This is an optimization exercise on Yosys and OpenROAD, whose aim is small area, a short achievable clock period and few clock cycles per item, not a production implementation.
No functional check of the RTL was part of this run.
Power and IR drop assume default switching activity.

File: flow/design.v
package rv32i_types;
    localparam  ROB_ID_SIZE = 4;
    typedef enum bit [2:0] {
        alu_add = 3'b000,
        alu_sll = 3'b001,
        alu_sra = 3'b010,
        alu_sub = 3'b011,
        alu_xor = 3'b100,
        alu_srl = 3'b101,
        alu_or  = 3'b110,
        alu_and = 3'b111
    } alu_ops;
endpackage
module booth_step
(
    input  logic [32:0] x,         
    input  logic [8:0]  ybits,
    input  logic [33:0] acc_in,    
    output logic [33:0] acc_out,   
    output logic [7:0]  lo_out
);
    localparam int W = 42;
    logic [W-1:0] row [0:3];
    logic [W-1:0] negv;
    logic [W-1:0] accx;
    logic [W-1:0] s1, c1, s2, c2, s3, c3, s4, c4;
    logic [W-1:0] total;
    always_comb begin
        negv = '0;
        for (int i = 0; i < 4; i++) begin
            logic b0, b1, b2, neg, one, two;
            logic [34:0] mag;
            b0 = ybits[2*i];
            b1 = ybits[2*i+1];
            b2 = ybits[2*i+2];
            neg = b2 & ~(b1 & b0);
            one = b1 ^ b0;
            two = (b2 & ~b1 & ~b0) | (~b2 & b1 & b0);
            mag = one ? {{2{x[32]}}, x} : (two ? {x[32], x, 1'b0} : 35'd0);
            if (neg) mag = ~mag;
            row[i] = {{(W-35){mag[34]}}, mag} << (2*i);
            negv[2*i] = neg;
        end
    end
    assign accx = {{(W-34){acc_in[33]}}, acc_in};
    function automatic logic [2*W-1:0] csa(input logic [W-1:0] p, q, r);
        logic [W-1:0] s, c;
        s = p ^ q ^ r;
        c = ((p & q) | (p & r) | (q & r)) << 1;
        csa = {c, s};
    endfunction
    assign {c1, s1} = csa(row[0], row[1], row[2]);
    assign {c2, s2} = csa(row[3], negv, accx);
    assign {c3, s3} = csa(s1, c1, s2);
    assign {c4, s4} = csa(s3, c3, c2);
    assign total = s4 + c4;
    assign lo_out  = total[7:0];
    assign acc_out = total[41:8];
endmodule : booth_step
module div_steps
(
    input  logic [31:0] r_in,
    input  logic [31:0] q_in,
    input  logic [31:0] b,
    output logic [31:0] r_out,
    output logic [31:0] q_out
);
    always_comb begin
        logic [31:0] r, q;
        logic [32:0] rp;
        logic [33:0] d;
        r = r_in;
        q = q_in;
        for (int i = 0; i < 4; i++) begin
            rp = {r, q[31]};
            q  = {q[30:0], 1'b0};
            d  = {1'b0, rp} - {2'b00, b};
            if (!d[33]) begin
                r    = d[31:0];
                q[0] = 1'b1;
            end else begin
                r    = rp[31:0];
            end
        end
        r_out = r;
        q_out = q;
    end
endmodule : div_steps
import rv32i_types::*;
module alu_cmp_unit
(
    input   logic           alu_cmp,
    input   logic   [2:0]   aluop,
    input   logic   [2:0]   cmpop,
    input   logic   [31:0]  a, b,
    output  logic   [31:0]  f
);
    logic        sub;
    logic [32:0] sum;
    logic        eq, lts, ltu, br_en;
    logic [31:0] sh_in, sh_out, a_rev;
    logic [32:0] sr;
    logic        sh_left;
    assign sub = alu_cmp | (aluop == alu_sub);
    assign sum = {1'b0, a} + {1'b0, b ^ {32{sub}}} + {32'd0, sub};
    assign eq  = (a == b);
    assign ltu = ~sum[32];
    assign lts = (a[31] ^ b[31]) ? a[31] : sum[31];
    assign br_en = (cmpop[2] ? (cmpop[1] ? ltu : lts) : eq) ^ cmpop[0];
    always_comb begin
        for (int i = 0; i < 32; i++) a_rev[i] = a[31-i];
    end
    assign sh_left = (aluop == alu_sll);
    assign sh_in   = sh_left ? a_rev : a;
    assign sr      = $signed({(aluop == alu_sra) & a[31], sh_in}) >>> b[4:0];
    always_comb begin
        for (int i = 0; i < 32; i++) sh_out[i] = sh_left ? sr[31-i] : sr[i];
    end
    always_comb begin
        if (alu_cmp) f = {31'd0, br_en};
        else begin
            case (aluop)
                alu_add, alu_sub: f = sum[31:0];
                alu_sll, alu_sra, alu_srl: f = sh_out;
                alu_xor: f = a ^ b;
                alu_or:  f = a | b;
                default: f = a & b;
            endcase
        end
    end
endmodule : alu_cmp_unit
import rv32i_types::*;
module exec_unit_top
(
    input  logic        clk,
    input  logic        rst,
    input  logic        branch_mispredict,
    input  logic        in_valid,
    input  logic [6:0]  opcode,
    input  logic [6:0]  funct7,
    input  logic [2:0]  funct3,
    input  logic        alu_cmp,
    input  logic [2:0]  aluop,
    input  logic [2:0]  cmpop,
    input  logic [31:0] rs1_v,
    input  logic [31:0] rs2_v,
    input  logic [3:0]  rob_id_dest,
    output logic        ready,
    output logic [3:0]  rob_id,
    output logic [31:0] rd_data
);
    logic is_m, is_mul, is_div;
    assign is_m   = (opcode == 7'b0110011) && (funct7 == 7'b0000001);
    assign is_mul = is_m & ~funct3[2];
    assign is_div = is_m &  funct3[2];
    logic        busy, done;
    logic [2:0]  cnt;
    logic [33:0] acc;      
    logic [31:0] lo;       
    logic [31:0] breg;     
    logic [31:0] alu_f;
    alu_cmp_unit u_alu (
        .alu_cmp(alu_cmp), .aluop(aluop), .cmpop(cmpop),
        .a(rs1_v), .b(rs2_v), .f(alu_f)
    );
    function automatic logic [2:0] nchunks(input logic [32:0] v);
        if      (v[32:7]  == {26{v[32]}}) nchunks = 3'd1;
        else if (v[32:15] == {18{v[32]}}) nchunks = 3'd2;
        else if (v[32:23] == {10{v[32]}}) nchunks = 3'd3;
        else if (v[32:31] == {2{v[32]}})  nchunks = 3'd4;
        else                              nchunks = 3'd5;
    endfunction
    logic        a_sg, b_sg, swap;
    logic [32:0] ax, bx, mx, my;
    logic [2:0]  ma, mb, mm, kk;
    logic [40:0] yext;
    logic [8:0]  ybits;
    logic [33:0] acc_in, acc_n;
    logic [7:0]  lo_n;
    assign a_sg = (funct3[1:0] != 2'b11);    
    assign b_sg = ~funct3[1];                
    assign ax   = {a_sg & rs1_v[31], rs1_v};
    assign bx   = {b_sg & rs2_v[31], rs2_v};
    assign ma   = nchunks(ax);
    assign mb   = nchunks(bx);
    assign swap = (ma < mb);
    assign mx   = swap ? bx : ax;
    assign my   = swap ? ax : bx;
    assign mm   = swap ? ma : mb;
    assign kk   = busy ? cnt : 3'd0;
    assign yext = {{7{my[32]}}, my, 1'b0};
    always_comb begin
        case (kk)
            3'd0:    ybits = yext[8:0];
            3'd1:    ybits = yext[16:8];
            3'd2:    ybits = yext[24:16];
            3'd3:    ybits = yext[32:24];
            default: ybits = yext[40:32];
        endcase
    end
    assign acc_in = busy ? acc : 34'd0;
    booth_step u_booth (
        .x(mx), .ybits(ybits), .acc_in(acc_in), .acc_out(acc_n), .lo_out(lo_n)
    );
    logic [31:0] p_hi, p_lo, mul_out;
    logic        s;
    assign s = acc[33];
    always_comb begin
        case (cnt)
            3'd1:    begin p_hi = {{22{s}}, acc[33:24]}; p_lo = {acc[23:0], lo[31:24]}; end
            3'd2:    begin p_hi = {{14{s}}, acc[33:16]}; p_lo = {acc[15:0], lo[31:16]}; end
            3'd3:    begin p_hi = {{6{s}},  acc[33:8]};  p_lo = {acc[7:0],  lo[31:8]};  end
            3'd4:    begin p_hi = acc[31:0];             p_lo = lo;                     end
            default: begin p_hi = {acc[23:0], lo[31:24]}; p_lo = lo;                   end
        endcase
    end
    assign mul_out = (funct3[1:0] == 2'b00) ? p_lo : p_hi;
    function automatic logic [5:0] clz32(input logic [31:0] v);
        clz32 = 6'd32;
        for (int i = 0; i < 32; i++) if (v[i]) clz32 = 6'(31 - i);
    endfunction
    logic        d_sg, d_rem, bz, bypass;
    logic [31:0] da, db;
    logic [5:0]  lza, lzb;
    logic [6:0]  nq;
    logic [3:0]  nc;           
    logic [63:0] dinit;
    logic [31:0] r_n, q_n, dval, dfix, dbyp, div_out;
    logic        dneg;
    assign d_sg  = ~funct3[0];               
    assign d_rem =  funct3[1];               
    assign da    = (d_sg & rs1_v[31]) ? (~rs1_v + 32'd1) : rs1_v;
    assign db    = (d_sg & rs2_v[31]) ? (~rs2_v + 32'd1) : rs2_v;
    assign bz    = (rs2_v == 32'd0);
    assign bypass = bz | (da < db);
    assign lza   = clz32(da);
    assign lzb   = clz32(db);
    assign nq    = {1'b0, lzb} - {1'b0, lza} + 7'd4;
    assign nc    = nq[5:2];
    assign dinit = {32'd0, da} << {(4'd8 - nc), 2'b00};
    div_steps u_div (
        .r_in(acc[31:0]), .q_in(lo), .b(breg), .r_out(r_n), .q_out(q_n)
    );
    assign dval = d_rem ? acc[31:0] : lo;
    assign dneg = d_sg & (d_rem ? rs1_v[31] : (rs1_v[31] ^ rs2_v[31]));
    assign dfix = dneg ? (~dval + 32'd1) : dval;
    assign dbyp = d_rem ? rs1_v : {32{bz}};
    assign div_out = done ? dfix : dbyp;
    always_ff @(posedge clk) begin
        if (rst || branch_mispredict) begin
            busy <= 1'b0;
            done <= 1'b0;
        end else if (done) begin
            busy <= 1'b0;
            done <= 1'b0;
        end else if (!busy) begin
            if (in_valid && is_mul) begin
                busy <= 1'b1;
                done <= (mm == 3'd1);
            end else if (in_valid && is_div && !bypass) begin
                busy <= 1'b1;
            end
        end else begin
            if (is_mul) done <= (cnt + 3'd1 == mm);
            else        done <= (cnt == 3'd0);
        end
    end
    always_ff @(posedge clk) begin
        if (!busy) begin
            if (is_div) begin
                cnt  <= 3'(nc - 4'd1);
                acc  <= {2'b00, dinit[63:32]};
                lo   <= dinit[31:0];
                breg <= db;
            end else begin
                cnt  <= 3'd1;
                acc  <= acc_n;
                lo   <= {lo_n, lo[31:8]};
            end
        end else if (!done) begin
            if (is_mul) begin
                cnt <= cnt + 3'd1;
                acc <= acc_n;
                lo  <= {lo_n, lo[31:8]};
            end else begin
                cnt <= cnt - 3'd1;
                acc <= {2'b00, r_n};
                lo  <= q_n;
            end
        end
    end
    assign ready   = in_valid & (~is_m | (is_mul & done) | (is_div & (done | bypass)));
    assign rob_id  = rob_id_dest;
    assign rd_data = is_m ? (is_div ? div_out : mul_out) : alu_f;
endmodule
File: flow/run.sh
#!/bin/bash
# synth_recipe.tcl (not shown) runs the flow's synth.tcl, then flattens the netlist and writes it again
# the make line also repeats each setting of config.mk as NAME=value (left out here)
make -C /OpenROAD-flow-scripts/flow DESIGN_CONFIG=/design/flow/config.mk WORK_HOME=/design/flow/orfs CLKGATE_MAP_FILE= SYNTH_SCRIPT=/design/flow/synth_recipe.tcl finish
File: flow/config.mk
export PLATFORM = sky130hd
export DESIGN_NAME = exec_unit_top
export DESIGN_NICKNAME = exec_unit_top
export VERILOG_FILES = /design/flow/design.v
export SDC_FILE = /design/flow/constraint.sdc
export NUM_CORES = 4
export LEC_CHECK = 0
export CAP_MARGIN = 20
export CORE_MARGIN = 2
export CORE_UTILIZATION = 40
export SETUP_SLACK_MARGIN = 4
export SLEW_MARGIN = 20
File: flow/constraint.sdc
create_clock -name core_clock -period 12.0 [get_ports {clk}]
set_input_delay 2.4000 -clock core_clock [delete_from_list [all_inputs] [get_ports {clk}]]
set_output_delay 2.4000 -clock core_clock [all_outputs]
set_load 0.01 [all_outputs]
==> run summary <==
-- through the flow --
stage	util, %	TNS [ns]	setup WS [ns]	hold WS, ns	power [mW]
global placement	47.9	-10.97	-0.482	0.704	27.0
CTS	51.7	0	0.0422	0.700	29.9
floorplan	-	0	0.779	0.600	17.0
detailed placement	47.9	-14.11	-0.548	0.680	27.1
-- timing repair --
action | 4_1_cts
pin swaps | 190
resized for setup | 520
setup buffers | 169
cloned | 7
setup endpoints to repair | 101
-- kinds of logic after synthesis --
logic type | after synthesis
compound gates | 1730
simple gates | 1484
buf+inv | 849
fa+ha+maj | 477
xor+xnor | 387
mux | 275
flops | 103
-- worst min path at each step --
| stage | start | to | slack [ns] | cells after the start |
|---|---|---|---|---|
| floorplan | lo[2]$_DFFE_PP_ | lo[6]$_DFFE_PP_ | 0.60 | 2 |
| global placement | lo[2]$_DFFE_PP_ | lo[6]$_DFFE_PP_ | 0.70 | 2 |
| detailed placement | lo[2]$_DFFE_PP_ | lo[6]$_DFFE_PP_ | 0.68 | 2 |
| CTS | lo[2]$_DFFE_PP_ | lo[6]$_DFFE_PP_ | 0.70 | 2 |
-- power by group through the flow --
stage	clock network (mW)	registers, mW	logic (mW)
CTS	0.336	0.966	28.6
detailed placement	0	0.971	26.2
global placement	0	0.974	26.1
floorplan	0	0.835	16.1
-- metal layers --
metal / track usage (%) / GRT overflow
met5: 0.338 / 0
met1: 54.3 / 0
met3: 12.8 / 0
met4: 33.8 / 0
met2: 64.5 / 1
==> impl_metrics.ini <==
[run_status]
status = stopped before the end
lastStage = global routing (5_1_grt)
error_line = [ERROR GRT-0232] Routing congestion too high. Check the congestion heatmap in the GUI.

[placement]
port_buffers = 124
hpwl_mm = 172
dpl-instance-area_um2 = 45300
gp_congestion = 1.10
placed_cells = 6942

[yosys]
synth_edf_count = 101
synth_area_leader_cell = ha_1
yosysMostFrequentCell = a21oi_1
synthArstFlopShare_pct = 0
synth.net_count = 5878
mappedNetlistArea_um2 = 38100
synth_fa_ha_area_share_pct = 17.9
synth.avg_cell_area_um2 = 7.18
yosysSeqAreaShare_pct = 8.07
synth_mux_area_share_pct = 7.87
synth_xor_area_share_pct = 8.98
synthFlopType = edfxtp_1
yosys_warnings = 5
syn_inst = 5305
yosysUniqueCellTypes = 100
synth_top_family_by_area = compound AO/OA/AOI/OAI gates
synthSimpleGateAreaFrac_pct = 18.9
synth_seq_cells = 103
synth-compound-area-share_pct = 29.6
synth_area_leaders = ha_1 (12%), edfxtp_1 (8.0%), a21oi_1 (7.5%)
synth_top_cell_area_share_pct = 11.9
synth_common_cells = a21oi_1 (568), inv_1 (448), nor2_1 (418)

[die]
ioPinCount = 133
rows = 113
start_util_pct = 40.2
die_x_um = 312
die_height_um = 312

[clock_network]
numCtsBuffers = 9
hold_buffers = 0
htree_levels = 3
numClockSinks = 103
cts_root_buffer = clkbuf_16
clockBufferDepth = 2

[global_route]
overflow = 1
grt_max_degree = 70
grt_usage_pct = 44.0
